Background: an optimization exercise with open tools, aiming at small area, a short achievable clock period and few clock cycles per item. Do not read the settings as production practice. Only the layout flow was run in this run; the RTL was not checked for function there. Power figures rest on the tool's default switching activity, not on a simulated workload.

==> design/flow/run.sh <==
#!/bin/bash
# synth_recipe.tcl (not shown) runs the flow's synth.tcl, then flattens the netlist and writes it again
# the make line also repeats each setting of config.mk as NAME=value (left out here)
make -C /OpenROAD-flow-scripts/flow DESIGN_CONFIG=/design/flow/config.mk WORK_HOME=/design/flow/orfs CLKGATE_MAP_FILE= SYNTH_SCRIPT=/design/flow/synth_recipe.tcl finish
==> design/flow/config.mk <==
export PLATFORM = sky130hd
export DESIGN_NAME = jenc_backend
export DESIGN_NICKNAME = jenc_backend
export VERILOG_FILES = /design/flow/design.v
export SDC_FILE = /design/flow/constraint.sdc
export NUM_CORES = 4
export LEC_CHECK = 0
export ABC_AREA = 1
export CAP_MARGIN = 20
export CORE_MARGIN = 2
export CORE_UTILIZATION = 55
export CTS_CLUSTER_DIAMETER = 100
export CTS_CLUSTER_SIZE = 20
export PLACE_DENSITY = 0.7
export SETUP_SLACK_MARGIN = 4
export SLEW_MARGIN = 20
==> design/flow/constraint.sdc <==
create_clock -name core_clock -period 9.5 [get_ports {clk}]
set_input_delay 1.9000 -clock core_clock [delete_from_list [all_inputs] [get_ports {clk}]]
set_output_delay 1.9000 -clock core_clock [all_outputs]
set_load 0.01 [all_outputs]
==> design/flow/design.v <==
module huff_tables (
    input  logic        dc,
    input  logic        chroma,
    input  logic [3:0]  run,
    input  logic [3:0]  size,
    output logic [4:0]  len,
    output logic [15:0] code
);
always_comb begin
    len = 5'd0;
    code = 16'd0;
    case ({dc, chroma, size})
    6'b0_0_0000: if (&run) begin len = 5'd11; code = 16'b1111111100100000; end
        else begin len = 5'd4; code = 16'b1010000000000000; end
    6'b0_0_0001:
        case (run)
        4'd0: begin len = 5'd2; code = 16'b0000000000000000; end
        4'd1: begin len = 5'd4; code = 16'b1100000000000000; end
        4'd2: begin len = 5'd5; code = 16'b1110000000000000; end
        4'd3: begin len = 5'd6; code = 16'b1110100000000000; end
        4'd4: begin len = 5'd6; code = 16'b1110110000000000; end
        4'd5: begin len = 5'd7; code = 16'b1111010000000000; end
        4'd6: begin len = 5'd7; code = 16'b1111011000000000; end
        4'd7: begin len = 5'd8; code = 16'b1111101000000000; end
        4'd8: begin len = 5'd9; code = 16'b1111110000000000; end
        4'd9: begin len = 5'd9; code = 16'b1111110010000000; end
        4'd10: begin len = 5'd9; code = 16'b1111110100000000; end
        4'd11: begin len = 5'd10; code = 16'b1111111001000000; end
        4'd12: begin len = 5'd10; code = 16'b1111111010000000; end
        4'd13: begin len = 5'd11; code = 16'b1111111100000000; end
        4'd14: begin len = 5'd16; code = 16'b1111111111101011; end
        4'd15: begin len = 5'd16; code = 16'b1111111111110101; end
        endcase
    6'b0_0_0010:
        case (run)
        4'd0: begin len = 5'd2; code = 16'b0100000000000000; end
        4'd1: begin len = 5'd5; code = 16'b1101100000000000; end
        4'd2: begin len = 5'd8; code = 16'b1111100100000000; end
        4'd3: begin len = 5'd9; code = 16'b1111101110000000; end
        4'd4: begin len = 5'd10; code = 16'b1111111000000000; end
        4'd5: begin len = 5'd11; code = 16'b1111111011100000; end
        4'd6: begin len = 5'd12; code = 16'b1111111101100000; end
        4'd7: begin len = 5'd12; code = 16'b1111111101110000; end
        4'd8: begin len = 5'd15; code = 16'b1111111110000000; end
        4'd9: begin len = 5'd16; code = 16'b1111111110111110; end
        4'd10: begin len = 5'd16; code = 16'b1111111111000111; end
        4'd11: begin len = 5'd16; code = 16'b1111111111010000; end
        4'd12: begin len = 5'd16; code = 16'b1111111111011001; end
        4'd13: begin len = 5'd16; code = 16'b1111111111100010; end
        4'd14: begin len = 5'd16; code = 16'b1111111111101100; end
        4'd15: begin len = 5'd16; code = 16'b1111111111110110; end
        endcase
    6'b0_0_0011:
        case (run)
        4'd0: begin len = 5'd3; code = 16'b1000000000000000; end
        4'd1: begin len = 5'd7; code = 16'b1111001000000000; end
        4'd2: begin len = 5'd10; code = 16'b1111110111000000; end
        4'd3: begin len = 5'd12; code = 16'b1111111101010000; end
        4'd4: begin len = 5'd16; code = 16'b1111111110010110; end
        4'd5: begin len = 5'd16; code = 16'b1111111110011110; end
        4'd6: begin len = 5'd16; code = 16'b1111111110100110; end
        4'd7: begin len = 5'd16; code = 16'b1111111110101110; end
        4'd8: begin len = 5'd16; code = 16'b1111111110110110; end
        4'd9: begin len = 5'd16; code = 16'b1111111110111111; end
        4'd10: begin len = 5'd16; code = 16'b1111111111001000; end
        4'd11: begin len = 5'd16; code = 16'b1111111111010001; end
        4'd12: begin len = 5'd16; code = 16'b1111111111011010; end
        4'd13: begin len = 5'd16; code = 16'b1111111111100011; end
        4'd14: begin len = 5'd16; code = 16'b1111111111101101; end
        4'd15: begin len = 5'd16; code = 16'b1111111111110111; end
        endcase
    6'b0_0_0100:
        case (run)
        4'd0: begin len = 5'd4; code = 16'b1011000000000000; end
        4'd1: begin len = 5'd9; code = 16'b1111101100000000; end
        4'd2: begin len = 5'd12; code = 16'b1111111101000000; end
        4'd3: begin len = 5'd16; code = 16'b1111111110001111; end
        4'd4: begin len = 5'd16; code = 16'b1111111110010111; end
        4'd5: begin len = 5'd16; code = 16'b1111111110011111; end
        4'd6: begin len = 5'd16; code = 16'b1111111110100111; end
        4'd7: begin len = 5'd16; code = 16'b1111111110101111; end
        4'd8: begin len = 5'd16; code = 16'b1111111110110111; end
        4'd9: begin len = 5'd16; code = 16'b1111111111000000; end
        4'd10: begin len = 5'd16; code = 16'b1111111111001001; end
        4'd11: begin len = 5'd16; code = 16'b1111111111010010; end
        4'd12: begin len = 5'd16; code = 16'b1111111111011011; end
        4'd13: begin len = 5'd16; code = 16'b1111111111100100; end
        4'd14: begin len = 5'd16; code = 16'b1111111111101110; end
        4'd15: begin len = 5'd16; code = 16'b1111111111111000; end
        endcase
    6'b0_0_0101:
        case (run)
        4'd0: begin len = 5'd5; code = 16'b1101000000000000; end
        4'd1: begin len = 5'd11; code = 16'b1111111011000000; end
        4'd2: begin len = 5'd16; code = 16'b1111111110001001; end
        4'd3: begin len = 5'd16; code = 16'b1111111110010000; end
        4'd4: begin len = 5'd16; code = 16'b1111111110011000; end
        4'd5: begin len = 5'd16; code = 16'b1111111110100000; end
        4'd6: begin len = 5'd16; code = 16'b1111111110101000; end
        4'd7: begin len = 5'd16; code = 16'b1111111110110000; end
        4'd8: begin len = 5'd16; code = 16'b1111111110111000; end
        4'd9: begin len = 5'd16; code = 16'b1111111111000001; end
        4'd10: begin len = 5'd16; code = 16'b1111111111001010; end
        4'd11: begin len = 5'd16; code = 16'b1111111111010011; end
        4'd12: begin len = 5'd16; code = 16'b1111111111011100; end
        4'd13: begin len = 5'd16; code = 16'b1111111111100101; end
        4'd14: begin len = 5'd16; code = 16'b1111111111101111; end
        4'd15: begin len = 5'd16; code = 16'b1111111111111001; end
        endcase
    6'b0_0_0110:
        case (run)
        4'd0: begin len = 5'd7; code = 16'b1111000000000000; end
        4'd1: begin len = 5'd16; code = 16'b1111111110000100; end
        4'd2: begin len = 5'd16; code = 16'b1111111110001010; end
        4'd3: begin len = 5'd16; code = 16'b1111111110010001; end
        4'd4: begin len = 5'd16; code = 16'b1111111110011001; end
        4'd5: begin len = 5'd16; code = 16'b1111111110100001; end
        4'd6: begin len = 5'd16; code = 16'b1111111110101001; end
        4'd7: begin len = 5'd16; code = 16'b1111111110110001; end
        4'd8: begin len = 5'd16; code = 16'b1111111110111001; end
        4'd9: begin len = 5'd16; code = 16'b1111111111000010; end
        4'd10: begin len = 5'd16; code = 16'b1111111111001011; end
        4'd11: begin len = 5'd16; code = 16'b1111111111010100; end
        4'd12: begin len = 5'd16; code = 16'b1111111111011101; end
        4'd13: begin len = 5'd16; code = 16'b1111111111100110; end
        4'd14: begin len = 5'd16; code = 16'b1111111111110000; end
        4'd15: begin len = 5'd16; code = 16'b1111111111111010; end
        endcase
    6'b0_0_0111:
        case (run)
        4'd0: begin len = 5'd8; code = 16'b1111100000000000; end
        4'd1: begin len = 5'd16; code = 16'b1111111110000101; end
        4'd2: begin len = 5'd16; code = 16'b1111111110001011; end
        4'd3: begin len = 5'd16; code = 16'b1111111110010010; end
        4'd4: begin len = 5'd16; code = 16'b1111111110011010; end
        4'd5: begin len = 5'd16; code = 16'b1111111110100010; end
        4'd6: begin len = 5'd16; code = 16'b1111111110101010; end
        4'd7: begin len = 5'd16; code = 16'b1111111110110010; end
        4'd8: begin len = 5'd16; code = 16'b1111111110111010; end
        4'd9: begin len = 5'd16; code = 16'b1111111111000011; end
        4'd10: begin len = 5'd16; code = 16'b1111111111001100; end
        4'd11: begin len = 5'd16; code = 16'b1111111111010101; end
        4'd12: begin len = 5'd16; code = 16'b1111111111011110; end
        4'd13: begin len = 5'd16; code = 16'b1111111111100111; end
        4'd14: begin len = 5'd16; code = 16'b1111111111110001; end
        4'd15: begin len = 5'd16; code = 16'b1111111111111011; end
        endcase
    6'b0_0_1000:
        case (run)
        4'd0: begin len = 5'd10; code = 16'b1111110110000000; end
        4'd1: begin len = 5'd16; code = 16'b1111111110000110; end
        4'd2: begin len = 5'd16; code = 16'b1111111110001100; end
        4'd3: begin len = 5'd16; code = 16'b1111111110010011; end
        4'd4: begin len = 5'd16; code = 16'b1111111110011011; end
        4'd5: begin len = 5'd16; code = 16'b1111111110100011; end
        4'd6: begin len = 5'd16; code = 16'b1111111110101011; end
        4'd7: begin len = 5'd16; code = 16'b1111111110110011; end
        4'd8: begin len = 5'd16; code = 16'b1111111110111011; end
        4'd9: begin len = 5'd16; code = 16'b1111111111000100; end
        4'd10: begin len = 5'd16; code = 16'b1111111111001101; end
        4'd11: begin len = 5'd16; code = 16'b1111111111010110; end
        4'd12: begin len = 5'd16; code = 16'b1111111111011111; end
        4'd13: begin len = 5'd16; code = 16'b1111111111101000; end
        4'd14: begin len = 5'd16; code = 16'b1111111111110010; end
        4'd15: begin len = 5'd16; code = 16'b1111111111111100; end
        endcase
    6'b0_0_1001:
        case (run)
        4'd0: begin len = 5'd16; code = 16'b1111111110000010; end
        4'd1: begin len = 5'd16; code = 16'b1111111110000111; end
        4'd2: begin len = 5'd16; code = 16'b1111111110001101; end
        4'd3: begin len = 5'd16; code = 16'b1111111110010100; end
        4'd4: begin len = 5'd16; code = 16'b1111111110011100; end
        4'd5: begin len = 5'd16; code = 16'b1111111110100100; end
        4'd6: begin len = 5'd16; code = 16'b1111111110101100; end
        4'd7: begin len = 5'd16; code = 16'b1111111110110100; end
        4'd8: begin len = 5'd16; code = 16'b1111111110111100; end
        4'd9: begin len = 5'd16; code = 16'b1111111111000101; end
        4'd10: begin len = 5'd16; code = 16'b1111111111001110; end
        4'd11: begin len = 5'd16; code = 16'b1111111111010111; end
        4'd12: begin len = 5'd16; code = 16'b1111111111100000; end
        4'd13: begin len = 5'd16; code = 16'b1111111111101001; end
        4'd14: begin len = 5'd16; code = 16'b1111111111110011; end
        4'd15: begin len = 5'd16; code = 16'b1111111111111101; end
        endcase
    6'b0_0_1010:
        case (run)
        4'd0: begin len = 5'd16; code = 16'b1111111110000011; end
        4'd1: begin len = 5'd16; code = 16'b1111111110001000; end
        4'd2: begin len = 5'd16; code = 16'b1111111110001110; end
        4'd3: begin len = 5'd16; code = 16'b1111111110010101; end
        4'd4: begin len = 5'd16; code = 16'b1111111110011101; end
        4'd5: begin len = 5'd16; code = 16'b1111111110100101; end
        4'd6: begin len = 5'd16; code = 16'b1111111110101101; end
        4'd7: begin len = 5'd16; code = 16'b1111111110110101; end
        4'd8: begin len = 5'd16; code = 16'b1111111110111101; end
        4'd9: begin len = 5'd16; code = 16'b1111111111000110; end
        4'd10: begin len = 5'd16; code = 16'b1111111111001111; end
        4'd11: begin len = 5'd16; code = 16'b1111111111011000; end
        4'd12: begin len = 5'd16; code = 16'b1111111111100001; end
        4'd13: begin len = 5'd16; code = 16'b1111111111101010; end
        4'd14: begin len = 5'd16; code = 16'b1111111111110100; end
        4'd15: begin len = 5'd16; code = 16'b1111111111111110; end
        endcase
    6'b0_1_0000: if (&run) begin len = 5'd10; code = 16'b1111111010000000; end
        else begin len = 5'd2; code = 16'b0000000000000000; end
    6'b0_1_0001:
        case (run)
        4'd0: begin len = 5'd2; code = 16'b0100000000000000; end
        4'd1: begin len = 5'd4; code = 16'b1011000000000000; end
        4'd2: begin len = 5'd5; code = 16'b1101000000000000; end
        4'd3: begin len = 5'd5; code = 16'b1101100000000000; end
        4'd4: begin len = 5'd6; code = 16'b1110100000000000; end
        4'd5: begin len = 5'd6; code = 16'b1110110000000000; end
        4'd6: begin len = 5'd7; code = 16'b1111001000000000; end
        4'd7: begin len = 5'd7; code = 16'b1111010000000000; end
        4'd8: begin len = 5'd8; code = 16'b1111100100000000; end
        4'd9: begin len = 5'd9; code = 16'b1111101110000000; end
        4'd10: begin len = 5'd9; code = 16'b1111110000000000; end
        4'd11: begin len = 5'd9; code = 16'b1111110010000000; end
        4'd12: begin len = 5'd9; code = 16'b1111110100000000; end
        4'd13: begin len = 5'd11; code = 16'b1111111100100000; end
        4'd14: begin len = 5'd14; code = 16'b1111111110000000; end
        4'd15: begin len = 5'd15; code = 16'b1111111110000110; end
        endcase
    6'b0_1_0010:
        case (run)
        4'd0: begin len = 5'd3; code = 16'b1000000000000000; end
        4'd1: begin len = 5'd6; code = 16'b1110010000000000; end
        4'd2: begin len = 5'd8; code = 16'b1111011100000000; end
        4'd3: begin len = 5'd8; code = 16'b1111100000000000; end
        4'd4: begin len = 5'd9; code = 16'b1111101100000000; end
        4'd5: begin len = 5'd10; code = 16'b1111111001000000; end
        4'd6: begin len = 5'd11; code = 16'b1111111011100000; end
        4'd7: begin len = 5'd11; code = 16'b1111111100000000; end
        4'd8: begin len = 5'd16; code = 16'b1111111110110111; end
        4'd9: begin len = 5'd16; code = 16'b1111111111000000; end
        4'd10: begin len = 5'd16; code = 16'b1111111111001001; end
        4'd11: begin len = 5'd16; code = 16'b1111111111010010; end
        4'd12: begin len = 5'd16; code = 16'b1111111111011011; end
        4'd13: begin len = 5'd16; code = 16'b1111111111100100; end
        4'd14: begin len = 5'd16; code = 16'b1111111111101101; end
        4'd15: begin len = 5'd16; code = 16'b1111111111110110; end
        endcase
    6'b0_1_0011:
        case (run)
        4'd0: begin len = 5'd4; code = 16'b1010000000000000; end
        4'd1: begin len = 5'd8; code = 16'b1111011000000000; end
        4'd2: begin len = 5'd10; code = 16'b1111110111000000; end
        4'd3: begin len = 5'd10; code = 16'b1111111000000000; end
        4'd4: begin len = 5'd16; code = 16'b1111111110010111; end
        4'd5: begin len = 5'd16; code = 16'b1111111110011111; end
        4'd6: begin len = 5'd16; code = 16'b1111111110100111; end
        4'd7: begin len = 5'd16; code = 16'b1111111110101111; end
        4'd8: begin len = 5'd16; code = 16'b1111111110111000; end
        4'd9: begin len = 5'd16; code = 16'b1111111111000001; end
        4'd10: begin len = 5'd16; code = 16'b1111111111001010; end
        4'd11: begin len = 5'd16; code = 16'b1111111111010011; end
        4'd12: begin len = 5'd16; code = 16'b1111111111011100; end
        4'd13: begin len = 5'd16; code = 16'b1111111111100101; end
        4'd14: begin len = 5'd16; code = 16'b1111111111101110; end
        4'd15: begin len = 5'd16; code = 16'b1111111111110111; end
        endcase
    6'b0_1_0100:
        case (run)
        4'd0: begin len = 5'd5; code = 16'b1100000000000000; end
        4'd1: begin len = 5'd9; code = 16'b1111101010000000; end
        4'd2: begin len = 5'd12; code = 16'b1111111101100000; end
        4'd3: begin len = 5'd12; code = 16'b1111111101110000; end
        4'd4: begin len = 5'd16; code = 16'b1111111110011000; end
        4'd5: begin len = 5'd16; code = 16'b1111111110100000; end
        4'd6: begin len = 5'd16; code = 16'b1111111110101000; end
        4'd7: begin len = 5'd16; code = 16'b1111111110110000; end
        4'd8: begin len = 5'd16; code = 16'b1111111110111001; end
        4'd9: begin len = 5'd16; code = 16'b1111111111000010; end
        4'd10: begin len = 5'd16; code = 16'b1111111111001011; end
        4'd11: begin len = 5'd16; code = 16'b1111111111010100; end
        4'd12: begin len = 5'd16; code = 16'b1111111111011101; end
        4'd13: begin len = 5'd16; code = 16'b1111111111100110; end
        4'd14: begin len = 5'd16; code = 16'b1111111111101111; end
        4'd15: begin len = 5'd16; code = 16'b1111111111111000; end
        endcase
    6'b0_1_0101:
        case (run)
        4'd0: begin len = 5'd5; code = 16'b1100100000000000; end
        4'd1: begin len = 5'd11; code = 16'b1111111011000000; end
        4'd2: begin len = 5'd15; code = 16'b1111111110000100; end
        4'd3: begin len = 5'd16; code = 16'b1111111110010001; end
        4'd4: begin len = 5'd16; code = 16'b1111111110011001; end
        4'd5: begin len = 5'd16; code = 16'b1111111110100001; end
        4'd6: begin len = 5'd16; code = 16'b1111111110101001; end
        4'd7: begin len = 5'd16; code = 16'b1111111110110001; end
        4'd8: begin len = 5'd16; code = 16'b1111111110111010; end
        4'd9: begin len = 5'd16; code = 16'b1111111111000011; end
        4'd10: begin len = 5'd16; code = 16'b1111111111001100; end
        4'd11: begin len = 5'd16; code = 16'b1111111111010101; end
        4'd12: begin len = 5'd16; code = 16'b1111111111011110; end
        4'd13: begin len = 5'd16; code = 16'b1111111111100111; end
        4'd14: begin len = 5'd16; code = 16'b1111111111110000; end
        4'd15: begin len = 5'd16; code = 16'b1111111111111001; end
        endcase
    6'b0_1_0110:
        case (run)
        4'd0: begin len = 5'd6; code = 16'b1110000000000000; end
        4'd1: begin len = 5'd12; code = 16'b1111111101010000; end
        4'd2: begin len = 5'd16; code = 16'b1111111110001100; end
        4'd3: begin len = 5'd16; code = 16'b1111111110010010; end
        4'd4: begin len = 5'd16; code = 16'b1111111110011010; end
        4'd5: begin len = 5'd16; code = 16'b1111111110100010; end
        4'd6: begin len = 5'd16; code = 16'b1111111110101010; end
        4'd7: begin len = 5'd16; code = 16'b1111111110110010; end
        4'd8: begin len = 5'd16; code = 16'b1111111110111011; end
        4'd9: begin len = 5'd16; code = 16'b1111111111000100; end
        4'd10: begin len = 5'd16; code = 16'b1111111111001101; end
        4'd11: begin len = 5'd16; code = 16'b1111111111010110; end
        4'd12: begin len = 5'd16; code = 16'b1111111111011111; end
        4'd13: begin len = 5'd16; code = 16'b1111111111101000; end
        4'd14: begin len = 5'd16; code = 16'b1111111111110001; end
        4'd15: begin len = 5'd16; code = 16'b1111111111111010; end
        endcase
    6'b0_1_0111:
        case (run)
        4'd0: begin len = 5'd7; code = 16'b1111000000000000; end
        4'd1: begin len = 5'd16; code = 16'b1111111110001000; end
        4'd2: begin len = 5'd16; code = 16'b1111111110001101; end
        4'd3: begin len = 5'd16; code = 16'b1111111110010011; end
        4'd4: begin len = 5'd16; code = 16'b1111111110011011; end
        4'd5: begin len = 5'd16; code = 16'b1111111110100011; end
        4'd6: begin len = 5'd16; code = 16'b1111111110101011; end
        4'd7: begin len = 5'd16; code = 16'b1111111110110011; end
        4'd8: begin len = 5'd16; code = 16'b1111111110111100; end
        4'd9: begin len = 5'd16; code = 16'b1111111111000101; end
        4'd10: begin len = 5'd16; code = 16'b1111111111001110; end
        4'd11: begin len = 5'd16; code = 16'b1111111111010111; end
        4'd12: begin len = 5'd16; code = 16'b1111111111100000; end
        4'd13: begin len = 5'd16; code = 16'b1111111111101001; end
        4'd14: begin len = 5'd16; code = 16'b1111111111110010; end
        4'd15: begin len = 5'd16; code = 16'b1111111111111011; end
        endcase
    6'b0_1_1000:
        case (run)
        4'd0: begin len = 5'd9; code = 16'b1111101000000000; end
        4'd1: begin len = 5'd16; code = 16'b1111111110001001; end
        4'd2: begin len = 5'd16; code = 16'b1111111110001110; end
        4'd3: begin len = 5'd16; code = 16'b1111111110010100; end
        4'd4: begin len = 5'd16; code = 16'b1111111110011100; end
        4'd5: begin len = 5'd16; code = 16'b1111111110100100; end
        4'd6: begin len = 5'd16; code = 16'b1111111110101100; end
        4'd7: begin len = 5'd16; code = 16'b1111111110110100; end
        4'd8: begin len = 5'd16; code = 16'b1111111110111101; end
        4'd9: begin len = 5'd16; code = 16'b1111111111000110; end
        4'd10: begin len = 5'd16; code = 16'b1111111111001111; end
        4'd11: begin len = 5'd16; code = 16'b1111111111011000; end
        4'd12: begin len = 5'd16; code = 16'b1111111111100001; end
        4'd13: begin len = 5'd16; code = 16'b1111111111101010; end
        4'd14: begin len = 5'd16; code = 16'b1111111111110011; end
        4'd15: begin len = 5'd16; code = 16'b1111111111111100; end
        endcase
    6'b0_1_1001:
        case (run)
        4'd0: begin len = 5'd10; code = 16'b1111110110000000; end
        4'd1: begin len = 5'd16; code = 16'b1111111110001010; end
        4'd2: begin len = 5'd16; code = 16'b1111111110001111; end
        4'd3: begin len = 5'd16; code = 16'b1111111110010101; end
        4'd4: begin len = 5'd16; code = 16'b1111111110011101; end
        4'd5: begin len = 5'd16; code = 16'b1111111110100101; end
        4'd6: begin len = 5'd16; code = 16'b1111111110101101; end
        4'd7: begin len = 5'd16; code = 16'b1111111110110101; end
        4'd8: begin len = 5'd16; code = 16'b1111111110111110; end
        4'd9: begin len = 5'd16; code = 16'b1111111111000111; end
        4'd10: begin len = 5'd16; code = 16'b1111111111010000; end
        4'd11: begin len = 5'd16; code = 16'b1111111111011001; end
        4'd12: begin len = 5'd16; code = 16'b1111111111100010; end
        4'd13: begin len = 5'd16; code = 16'b1111111111101011; end
        4'd14: begin len = 5'd16; code = 16'b1111111111110100; end
        4'd15: begin len = 5'd16; code = 16'b1111111111111101; end
        endcase
    6'b0_1_1010:
        case (run)
        4'd0: begin len = 5'd12; code = 16'b1111111101000000; end
        4'd1: begin len = 5'd16; code = 16'b1111111110001011; end
        4'd2: begin len = 5'd16; code = 16'b1111111110010000; end
        4'd3: begin len = 5'd16; code = 16'b1111111110010110; end
        4'd4: begin len = 5'd16; code = 16'b1111111110011110; end
        4'd5: begin len = 5'd16; code = 16'b1111111110100110; end
        4'd6: begin len = 5'd16; code = 16'b1111111110101110; end
        4'd7: begin len = 5'd16; code = 16'b1111111110110110; end
        4'd8: begin len = 5'd16; code = 16'b1111111110111111; end
        4'd9: begin len = 5'd16; code = 16'b1111111111001000; end
        4'd10: begin len = 5'd16; code = 16'b1111111111010001; end
        4'd11: begin len = 5'd16; code = 16'b1111111111011010; end
        4'd12: begin len = 5'd16; code = 16'b1111111111100011; end
        4'd13: begin len = 5'd16; code = 16'b1111111111101100; end
        4'd14: begin len = 5'd16; code = 16'b1111111111110101; end
        4'd15: begin len = 5'd16; code = 16'b1111111111111110; end
        endcase
    6'b1_0_0000: begin len = 5'd2; code = 16'b0000000000000000; end
    6'b1_0_0001: begin len = 5'd3; code = 16'b0100000000000000; end
    6'b1_0_0010: begin len = 5'd3; code = 16'b0110000000000000; end
    6'b1_0_0011: begin len = 5'd3; code = 16'b1000000000000000; end
    6'b1_0_0100: begin len = 5'd3; code = 16'b1010000000000000; end
    6'b1_0_0101: begin len = 5'd3; code = 16'b1100000000000000; end
    6'b1_0_0110: begin len = 5'd4; code = 16'b1110000000000000; end
    6'b1_0_0111: begin len = 5'd5; code = 16'b1111000000000000; end
    6'b1_0_1000: begin len = 5'd6; code = 16'b1111100000000000; end
    6'b1_0_1001: begin len = 5'd7; code = 16'b1111110000000000; end
    6'b1_0_1010: begin len = 5'd8; code = 16'b1111111000000000; end
    6'b1_0_1011: begin len = 5'd9; code = 16'b1111111100000000; end
    6'b1_1_0000: begin len = 5'd2; code = 16'b0000000000000000; end
    6'b1_1_0001: begin len = 5'd2; code = 16'b0100000000000000; end
    6'b1_1_0010: begin len = 5'd2; code = 16'b1000000000000000; end
    6'b1_1_0011: begin len = 5'd3; code = 16'b1100000000000000; end
    6'b1_1_0100: begin len = 5'd4; code = 16'b1110000000000000; end
    6'b1_1_0101: begin len = 5'd5; code = 16'b1111000000000000; end
    6'b1_1_0110: begin len = 5'd6; code = 16'b1111100000000000; end
    6'b1_1_0111: begin len = 5'd7; code = 16'b1111110000000000; end
    6'b1_1_1000: begin len = 5'd8; code = 16'b1111111000000000; end
    6'b1_1_1001: begin len = 5'd9; code = 16'b1111111100000000; end
    6'b1_1_1010: begin len = 5'd10; code = 16'b1111111110000000; end
    6'b1_1_1011: begin len = 5'd11; code = 16'b1111111111000000; end
    default: ;
    endcase
end
endmodule
module entropy #(
    parameter int DEPTH = 4                 
) (
    input  logic signed [10:0]  q0,
    input  logic signed [10:0]  q1,
    input  logic                q_valid,
    output logic                q_hold,
    input  logic [4:0]          q_cnt,
    input  logic [1:0]          q_chroma,
    input  logic                q_last_mcu,
    output logic [25:0]         out_chunk,      
    output logic [4:0]          out_len,        
    output logic                out_last,       
    output logic                out_valid,
    input  logic                out_take,       
    input  logic                clk,
    input  logic                resetn
);
localparam int AW = 2;                   
typedef struct packed {
    logic               last;
    logic               dc;
    logic [1:0]         chroma;
    logic [1:0]         zrl;
    logic [3:0]         run;
    logic [10:0]        val;
} entry_t;
logic [5:0]     run_r;            
logic           take;
logic           is_dc, is_end, nz0, nz1;
logic           e0, e1;
logic [5:0]     run1;
entry_t         ent0, ent1;
always_comb begin
    take   = q_valid & ~q_hold;
    is_dc  = q_cnt == 5'd0;
    is_end = &q_cnt;
    nz0    = |q0;
    nz1    = |q1;
    e0     = is_dc | nz0;
    e1     = is_end | nz1;
    run1   = e0 ? 6'd0 : run_r + 6'd1;
    ent0.last   = 1'b0;
    ent0.dc     = is_dc;
    ent0.chroma = q_chroma;
    ent0.zrl    = is_dc ? 2'd0 : run_r[5:4];
    ent0.run    = is_dc ? 4'd0 : run_r[3:0];
    ent0.val    = q0;
    ent1.last   = is_end & q_last_mcu;
    ent1.dc     = 1'b0;
    ent1.chroma = q_chroma;
    ent1.zrl    = nz1 ? run1[5:4] : 2'd0;       
    ent1.run    = nz1 ? run1[3:0] : 4'd0;
    ent1.val    = q1;
end
always_ff @(posedge clk)
    if (take)
        run_r <= nz1 ? 6'd0 : run1 + 6'd1;
localparam int NS = DEPTH - 1;
logic [NS-1:0][20:0] mem;         
logic [NS-1:0]  wp, rp;           
logic [1:0]     sc, sc_next;      
logic           hv;               
logic           refill;
function automatic [20:0] rd_mux(input logic [NS-1:0][20:0] m, input logic [NS-1:0] sel);
    rd_mux = '0;
    for (int i = 0; i < NS; i++)
        rd_mux = rd_mux | (m[i] & {21{sel[i]}});
endfunction
logic [AW:0]    cnt, cnt_next;
logic [AW:0]    cnt_c [4];
logic [3:0]     hold_c;
logic           push1, push2;
logic           hold_next;
logic           pop;
entry_t         first;
entry_t         head, head_next;
always_comb begin
    first    = e0 ? ent0 : ent1;
    push1    = take & (e0 ^ e1);
    push2    = take & e0 & e1;
    for (int j = 0; j < 4; j++) begin
        cnt_c[j]  = cnt + (AW+1)'(j) - (AW+1)'(1);
        hold_c[j] = cnt_c[j] > (AW+1)'(DEPTH - 2);
    end
    case ({push2, push1, pop})
        3'b000: begin cnt_next = cnt_c[1]; hold_next = hold_c[1]; end
        3'b001: begin cnt_next = cnt_c[0]; hold_next = hold_c[0]; end
        3'b010: begin cnt_next = cnt_c[2]; hold_next = hold_c[2]; end
        3'b011: begin cnt_next = cnt_c[1]; hold_next = hold_c[1]; end
        3'b100: begin cnt_next = cnt_c[3]; hold_next = hold_c[3]; end
        default: begin cnt_next = cnt_c[2]; hold_next = hold_c[2]; end
    endcase
    refill    = (~hv | pop) & ((sc != 2'd0) | push1 | push2);
    head_next = (sc != 2'd0) ? rd_mux(mem, rp) : first;
    case ({push2, push1, refill})
        3'b000: sc_next = sc;
        3'b001: sc_next = sc - 2'd1;
        3'b010: sc_next = sc + 2'd1;
        3'b011: sc_next = sc;
        3'b100: sc_next = sc + 2'd2;
        default: sc_next = sc + 2'd1;
    endcase
end
always_ff @(posedge clk) begin
    for (int i = 0; i < NS; i++) begin
        if (take & wp[i])
            mem[i] <= first;
        else if (take & wp[(i + NS - 1) % NS])
            mem[i] <= ent1;
    end
    if (refill)
        head <= head_next;
end
always_ff @(posedge clk)
    if (!resetn) begin
        wp     <= NS'(1);
        rp     <= NS'(1);
        sc     <= 2'd0;
        hv     <= 1'b0;
        cnt    <= '0;
        q_hold <= 1'b0;
    end else begin
        if (push2)
            wp <= {wp[NS-3:0], wp[NS-1:NS-2]};
        else if (push1)
            wp <= {wp[NS-2:0], wp[NS-1]};
        if (refill)
            rp <= {rp[NS-2:0], rp[NS-1]};
        sc     <= sc_next;
        hv     <= refill | (hv & ~pop);
        cnt    <= cnt_next;
        q_hold <= hold_next;
    end
function automatic [11:0] sub12(input logic [11:0] a, input logic [11:0] b);
    logic [6:0] lo;
    logic [5:0] hi0, hi1;
    lo  = {1'b0, a[5:0]} + {1'b0, ~b[5:0]} + 7'd1;
    hi0 = a[11:6] + ~b[11:6];
    hi1 = a[11:6] + ~b[11:6] + 6'd1;
    sub12 = {lo[6] ? hi1 : hi0, lo[5:0]};
endfunction
logic signed [10:0] pred0, pred1, pred2;    
logic [1:0]         zc;           
logic               s_valid, s_ready;
logic               s_dc, s_chroma, s_last, s_zrl, s_neg;
logic [3:0]         s_run;
logic [10:0]        s_mag;
logic               h_valid, h_zrl;
logic signed [11:0] v, vn;
logic signed [10:0] p;
logic               c_ready;
always_comb begin
    h_valid = hv;
    h_zrl   = head.zrl != zc;
    case (head.dc ? head.chroma : 2'd3)
        2'd0: p = pred0;
        2'd1: p = pred1;
        2'd2: p = pred2;
        default: p = 11'sd0;
    endcase
    v       = sub12({head.val[10], head.val}, {p[10], p});
    vn      = sub12({p[10], p}, {head.val[10], head.val});
    s_ready = ~s_valid | c_ready;
    pop     = h_valid & s_ready & ~h_zrl;
end
always_ff @(posedge clk)
    if (!resetn) begin
        s_valid <= 1'b0;
        zc      <= 2'd0;
        pred0   <= '0;
        pred1   <= '0;
        pred2   <= '0;
    end else if (s_ready) begin
        s_valid <= h_valid;
        if (h_valid) begin
            if (h_zrl)
                zc <= zc + 2'd1;
            else begin
                zc <= 2'd0;
                if (head.last) begin
                    pred0 <= '0;
                    pred1 <= '0;
                    pred2 <= '0;
                end else if (head.dc)
                    case (head.chroma)
                        2'd0: pred0 <= head.val;
                        2'd1: pred1 <= head.val;
                        default: pred2 <= head.val;
                    endcase
            end
        end
    end
always_ff @(posedge clk)
    if (s_ready & h_valid) begin
        s_dc     <= head.dc;
        s_chroma <= |head.chroma;
        s_last   <= head.last & ~h_zrl;
        s_zrl    <= h_zrl;
        s_run    <= head.run;
        s_neg    <= v[11];
        s_mag    <= h_zrl ? 11'h0 : (v[11] ? vn[10:0] : v[10:0]);
    end
function automatic [3:0] bit_length(input logic [10:0] m);
    bit_length = 0;
    for (int k = 0; k < 11; k++)
        if (m[k])
            bit_length = 4'(k + 1);
endfunction
logic [3:0]     size, a_run;
logic [10:0]    norm, top, amp_l;
logic [4:0]     code_len;
logic [15:0]    code;
always_comb begin
    size  = bit_length(s_mag);
    norm  = s_mag << (4'd11 - size);
    top   = ~(11'h7ff >> size);
    amp_l = s_neg ? norm ^ top : norm;
    a_run = s_zrl ? 4'hf : s_run;
end
huff_tables ht (
    .dc     (s_dc),
    .chroma (s_chroma),
    .run    (a_run),
    .size   (size),
    .len    (code_len),
    .code   (code)
);
always_comb c_ready = ~out_valid | out_take;
always_ff @(posedge clk)
    if (!resetn)
        out_valid <= 1'b0;
    else if (c_ready)
        out_valid <= s_valid;
always_ff @(posedge clk)
    if (c_ready & s_valid) begin
        out_chunk <= {code, 10'h0} | ({amp_l, 15'h0} >> code_len);
        out_len   <= code_len + 5'(size);
        out_last  <= s_last;
    end
endmodule
module byte_pack #(
    parameter int W = 33                    
) (
    input  logic [25:0]         chunk,          
    input  logic [4:0]          chunk_len,
    input  logic                chunk_last,
    input  logic                chunk_valid,
    output logic                chunk_take,
    output logic [31:0]         out_data,
    output logic                out_tlast,
    output logic                out_valid,
    input  logic                out_hold,
    input  logic                clk,
    input  logic                resetn
);
localparam int NW = 6;                   
logic [W-1:0]   acc;             
logic [NW-1:0]  n;               
logic           flush;           
logic           stuffp;          
logic [1:0]     k;               
logic [NW-4:0]  full;
logic           part;
logic [1:0]     avail;           
logic [15:0]    pad, tb;
logic [7:0]     b0, b1;
logic           ff0, ff1;
always_comb begin
    full  = n[NW-1:3];
    part  = flush & (n[2:0] != 3'd0);
    avail = (full >= 2) ? 2'd2 : 2'(full) + 2'(part);
    if (avail > 2'd2) avail = 2'd2;
    pad   = (flush && n < NW'(16)) ? (16'hffff >> n[3:0]) : 16'h0;
    tb    = acc[W-1 -: 16] | pad;
    b0    = tb[15:8];
    b1    = tb[7:0];
    ff0   = &b0;
    ff1   = &b1;
end
logic [1:0]     e;               
logic [1:0]     d;               
logic [7:0]     x0, x1;
logic           stuffp_n;
logic           one;             
always_comb begin
    one = &k;
    x0 = 8'h00; x1 = 8'h00; e = 2'd0; d = 2'd0; stuffp_n = 1'b0;
    if (out_valid & out_hold) begin
        stuffp_n = stuffp;
    end else if (stuffp) begin
        x0 = 8'h00;
        if (avail != 2'd0 && !one) begin
            x1 = b0; e = 2'd2; d = 2'd1; stuffp_n = ff0;
        end else begin
            e = 2'd1;
        end
    end else if (avail != 2'd0) begin
        x0 = b0;
        if (ff0 & one) begin
            e = 2'd1; d = 2'd1; stuffp_n = 1'b1;
        end else if (ff0) begin
            x1 = 8'h00; e = 2'd2; d = 2'd1;
        end else if (avail == 2'd2 && !one) begin
            x1 = b1; e = 2'd2; d = 2'd2; stuffp_n = ff1;
        end else begin
            e = 2'd1; d = 2'd1;
        end
    end
end
logic [NW-1:0]  n_d;
logic [2:0]     t;
logic           done, push, go;
logic [31:0]    word;
always_comb begin
    case (d)
        2'd0: n_d = n;
        2'd1: n_d = (n > NW'(8))  ? n - NW'(8)  : '0;
        default: n_d = (n > NW'(16)) ? n - NW'(16) : '0;
    endcase
    t     = {1'b0, k} + {1'b0, e};
    done  = flush & (n_d == '0) & ~stuffp_n;
    push  = (t >= 3'd4) | (done & (t != 3'd0));
    go    = 1'b1;
    word  = out_data;
    case (k)
        2'd0: word[31:16] = {x0, x1};
        2'd1: word[23:8]  = {x0, x1};
        2'd2: word[15:0]  = {x0, x1};
        default: word[7:0] = x0;
    endcase
    if (push & (t < 3'd4)) begin
        if (t <= 3'd1) word[23:16] = 8'hff;
        if (t <= 3'd2) word[15:8]  = 8'hff;
        if (t <= 3'd3) word[7:0]   = 8'hff;
    end
end
logic [W+7:0]   ext, ext_d, ins;
logic           fit;
logic [NW:0]    nl;
logic [NW-1:0]  n_new;
logic           fit0, fit1, dge1;
logic [NW-1:0]  nl0, nl1, nl2;
always_comb begin
    nl    = (NW+1)'(n) + (NW+1)'(chunk_len);
    fit0  = nl <= (NW+1)'(W);
    fit1  = nl <= (NW+1)'(W + 8);
    dge1  = ~out_valid & (avail != 2'd0) & ~(stuffp & one);
    nl0   = NW'(nl);
    nl1   = NW'(nl - (NW+1)'(8));
    nl2   = NW'(nl - (NW+1)'(16));
    fit   = fit0 | (dge1 & fit1);
    chunk_take = chunk_valid & ~flush & go & fit;
    ins   = {chunk, (W-18)'(0)} >> n;
    ext   = {acc, 8'h0} | (chunk_take ? ins : '0);
    case (go ? d : 2'd0)
        2'd0: ext_d = ext;
        2'd1: ext_d = ext << 8;
        default: ext_d = ext << 16;
    endcase
    if (chunk_take)
        case (d)
            2'd0: n_new = nl0;
            2'd1: n_new = nl1;
            default: n_new = nl2;
        endcase
    else
        n_new = n_d;
end
always_ff @(posedge clk)
    if (!resetn) begin
        acc       <= '0;
        n         <= '0;
        flush     <= 1'b0;
        stuffp    <= 1'b0;
        k         <= 2'd0;
        out_valid <= 1'b0;
    end else begin
        if (out_valid & ~out_hold)
            out_valid <= 1'b0;
        if (go) begin
            acc    <= ext_d[W+7 -: W];
            n      <= n_new;
            stuffp <= stuffp_n;
            if (chunk_take & chunk_last)
                flush <= 1'b1;
            else if (done & (t <= 3'd4))
                flush <= 1'b0;
            if (push) begin
                out_valid <= 1'b1;
                k         <= 2'd0;
            end else
                k         <= t[1:0];
        end
    end
always_ff @(posedge clk)
    if (e != 2'd0) begin
        out_data  <= word;
        out_tlast <= done;
    end
endmodule
module jenc_backend (
    input  logic               clk,
    input  logic               resetn,
    input  logic signed [10:0] q0,
    input  logic signed [10:0] q1,
    input  logic               q_valid,
    output logic               q_hold,
    input  logic [4:0]         q_cnt,
    input  logic [1:0]         q_chroma,
    input  logic               q_last_mcu,
    output logic [31:0]        out_data,
    output logic               out_tlast,
    output logic               out_valid,
    input  logic               out_hold
);
logic [25:0]    chunk;
logic [4:0]     chunk_len;
logic           chunk_last;
logic           chunk_valid;
logic           chunk_take;
entropy entropy (
    .q0             (q0),
    .q1             (q1),
    .q_valid        (q_valid),
    .q_hold         (q_hold),
    .q_cnt          (q_cnt),
    .q_chroma       (q_chroma),
    .q_last_mcu     (q_last_mcu),
    .out_chunk      (chunk),
    .out_len        (chunk_len),
    .out_last       (chunk_last),
    .out_valid      (chunk_valid),
    .out_take       (chunk_take),
    .clk            (clk),
    .resetn         (resetn)
);
byte_pack byte_pack (
    .chunk          (chunk),
    .chunk_len      (chunk_len),
    .chunk_last     (chunk_last),
    .chunk_valid    (chunk_valid),
    .chunk_take     (chunk_take),
    .out_data       (out_data),
    .out_tlast      (out_tlast),
    .out_valid      (out_valid),
    .out_hold       (out_hold),
    .clk            (clk),
    .resetn         (resetn)
);
endmodule
==> run notes <==
[worst max-delay path by stage]
stage,startpoint,endpoint,slack [ps],depth (start not counted)
after floorplan,q_cnt[0],entropy.head[0],5520,10
after detailed placement,byte_pack.n[0],entropy.head[0],4080,19
after global placement,entropy.s_zrl,entropy.out_len[4],4240,20
final,entropy.s_mag[10],entropy.out_len[4],4290,14
after CTS,byte_pack.n[0],entropy.head[8],4060,19
after global routing,entropy.s_mag[10],entropy.out_chunk[17],4040,17
[state kept, by name (all words and copies together) (netlist names), 2 cells and up]
signal / cells
entropy.out_len: 5
entropy.out_chunk: 26
entropy.pred0: 11
entropy.zc: 2
entropy.mem: 63
entropy.run_r: 6
entropy.s_run: 4
byte_pack.n: 6
byte_pack.acc: 33
byte_pack.k: 2
entropy.pred2: 11
entropy.head: 21
entropy.wp: 3
entropy.pred1: 11
entropy.sc: 2
entropy.rp: 3
entropy.cnt: 3
entropy.s_mag: 11
byte_pack.out_data: 32
[where the power goes]
group	total, uW	leakage [uW]	internal [uW]	switching (uW)
Combinational	5560	0.00709	1650	3910
Clock	757	0.000245	356	401
Sequential	2190	0.00245	1880	305
Total	8500	0.00978	3890	4610
[metrics by stage]
stage,std cells,cell area [um2],utilization
2_1_floorplan,3027,20800,-
3_3_place_gp,3505,21700,0.581
3_5_place_dp,3505,21700,0.581
4_1_cts,3535,22200,0.594
5_1_grt,3535,22200,0.595
6_report,3536,22200,0.595
[cells in the final DEF, fill, tap and decap left out, types with 18 or more instances in the layout]
cell / n
a21oi_1: 181
a221oi_1: 20
a31oi_1: 42
buf_4: 25
clkdlybuf4s50_1: 67
dfxtp_1: 92
edfxtp_1: 175
ha_1: 79
inv_1: 345
mux2i_1: 22
nand2_1: 762
nand3_1: 212
nand4_1: 45
nor2_1: 320
nor3_1: 51
nor4_1: 19
o21ai_0: 258
o22ai_1: 30
xor2_1: 18
[cells by family (layout without fill, tap and decap cells)]
group           count (synthesis)  in the layout  share of synthesized area
simple gates                 1473           1473                      0.303
compound gates                659            659                      0.184
buf+inv                       493            490                     0.0934
flops                         269            269                      0.343
fa+ha+maj                      86             86                     0.0543
xor+xnor                       25             25                     0.0105
mux                            22             22                     0.0106
other cells                     0              1                          0
[routing by layer]
layer  track usage  vias up
met5             0        -
met4         0.163        0
met3        0.0607      212
met2         0.558     1394
met1         0.489    10100
li1              -    10200
[area by class of cell]
type | count | area, um2
fill | 3525 | 15200
multi-input combinational | 2265 | 11700
sequential | 269 | 7140
inverter | 367 | 1390
timing repair buffer | 93 | 863
tap | 511 | 639
clock buffer | 27 | 463
clock inverter | 3 | 37.5
antenna | 1 | 2.50
[worst reg2reg max path, stage by stage (launching register included)]
cell and delay, ps:
edfxtp_1 440, nor2_1 200, nand2_1 180, nor2_1 730, inv_2 260, ha_1 370, nand4_1 690, nor2_1 90
nor4_1 440, nand2_1 170, nor2_2 530, inv_2 200, ha_1 380, a21oi_1 190, xnor2_1 90
[what timing repair did]
item,in CTS,in global routing
endpoints found under the setup margin,0,108
setup buffers,0,0
endpoints found under the hold margin,0,0
gates resized for setup,0,3
==> summary.md <==
| Metric | Value |
|---|---|
| Outcome | timing/DRC/antenna clean |
| Syn nets | 3,147 |
| Largest cells by area after synthesis | edfxtp_1, nand2_1, dfxtp_1, inv_1, o21ai_0 |
| Worst-Margin Slew | 1090 ps |
| Clock tree buffer depth | 3 |
| Distinct cells, synth | 68 |
| Worst-Skew Late Latency | 540 ps |
| Fin crit period | 5210 ps |
| Final setup fails | 0 |
| Routed length on met3 | approximately 7.7 mm |
| Initial Util | 0.556 |
| Final hold vios | 0 |
| Hold-fix buffers, CTS | 0 |
| Top Layer Used | met4 |
| R2r worst-path depth | 14 |
| IO buf count | 68 |
| Most common cell in the netlist | nand2_1 |
| Most frequent CP cell | nor2_1 |
| Setup CP Type | register to register |
| Fraction of layout cells with a size suffix above 1 | 0.0423 |
| CTS tree | built |
| Gr usage total | 0.358 |
| Max H-tree Level | 1 |
| DP Worst Slack | about 4100 ps |
| Critical path's slowest cell | nor2_1 |
| Slew Limit Fails | 0 |
| Post-DP HPWL | 54.0 mm |
| Setup slack, reg-to-reg | 4290 ps |
| I/O pin count | 69 |
| Die area | 39,400 um2 |
| Met1 WL | 29.0 mm |
| Data required time of the worst path | roughly 9800 ps |
| CP Capture Type | register |
| Met2 Wirelength | between 30 and 40 mm |
| Startpoint type of the worst setup path | register |
| # DRC | 0 |
| DR iter-0 viols | 2,665 |
| DR pass1 iterations | 14 |
| Grt total ovfl | 0 |
| Peak Freq | about 0.19 GHz |
| Maximum vdd drop | between 0.0002 and 0.00025 V |
| Seq/Total Area, Yosys | 0.343 |
| Final worst slack | around 4300 ps |
| Power Density | ~380 nW/um2 |
| Die Ht | 198 um |
| Clock-pin slew on the worst setup and hold paths | 90 ps |
| CORE AREA | 37,400 um2 |
| Final period util | 0.549 |
| Total Power | 8500 uW |
| RR Endpoint | entropy.out_len[4] |
| Die Width | 198 um |
| Clock root buffer | clkbuf_16 |
| Final GP Congestion | 1.07 |
| Yosys reg bits | ~270 |
| WL/cell | approximately 20 um |
| Synth async-reset ratio | 0 |
| # nets final | roughly 3,100 |
| CTS Buf Count | 17 |
| Yosys top cell area share | 0.253 |
| Hold slack | 436 ps |
| Via-per-instance ratio | just over 6 |
| CP peak stage delay | a little over 700 ps |
| Crit Reg-Reg Startpoint | entropy.s_mag[10] |
| Hold Crit Class | register to register |
| Syn avg cell area | 6.87 um2 |
| Via count | about 22,000 |
| Relative slew margins | 0.269 |
| MaxCap Viol Count | 0 |
| Clock Skews | 31.6 ps |
| Crit-path leading delay family | simple AND/OR/NAND/NOR gates |
| Main flop type after synthesis | edfxtp_1 |
| Mapped Cells | 3,027 |
| EDFF count, synth | 175 |
| Cell taking the most area after synthesis | edfxtp_1 |
| YS warnings | 4 |
| Arr. time, crit path | ~5500 ps |
| Mapped Area | 20,800 um2 |
| CP bufs+invs | 2 |
| Worst hold stages | 0 |
| Global-route wire length before repair | 111 mm |
| Leak pwr | 0.00978 uW |
| Synth-to-layout area growth | 7.04% |
| HP Start | entropy.s_last |
| Setup TNS | 0 ps |
| Initial antenna violation count | 0 |
| Vias in the first global route | 20,100 |
| Final WL | 71.6 mm |
| Largest net degree at the start of global routing | 57 |
| RSZ-0062 raised after global routing | false |
| CTS sink cnt | 269 |
| Synth top cells by count | nand2_1, inv_1, nor2_1, o21ai_0, nand3_1 |
| Cell Rows | roughly 70 |
| CP Cell Sequence | nor2_1 > nand2_1 > nor2_1 > inv_2 > ha_1 > nand4_1 > nor2_1 > nor4_1 > nand2_1 > nor2_2 > inv_2 > ha_1 > a21oi_1 > xnor2_1 |
| Final ANT Viol Nets | 0 |
| Worst hold endpoint | entropy.out_last |
| Worst Path Max Fanout | 14 |

==> static timing again, ports no longer ideal <==
How much do the figures lean on ideal ports? The routed layout below was timed once more, with nothing changed but the port constraints. Step 1 (the two cells are an assumption about what drives the block):
set clk [get_ports {clk}]
set_driving_cell -lib_cell sky130_fd_sc_hd__clkbuf_16 $clk
set_driving_cell -lib_cell sky130_fd_sc_hd__buf_2 [delete_from_list [all_inputs] $clk]
Step 2 times the ports against the registers' clock, not the clock port: input delays grow and output delays shrink by t, the midpoint of the rising clock arrivals with the driver on. Three values: ideal, step 1, step 2; two values: the first two.
shift t [ns]: 0.581
setup WS [ns]: 4.289 / 4.289 / 4.102
worst setup path at the end: input to register
After both steps setup and hold are still met in this run. The setup slack of this run moves by 0.000 ns with the drivers and by -0.187 ns with both steps.
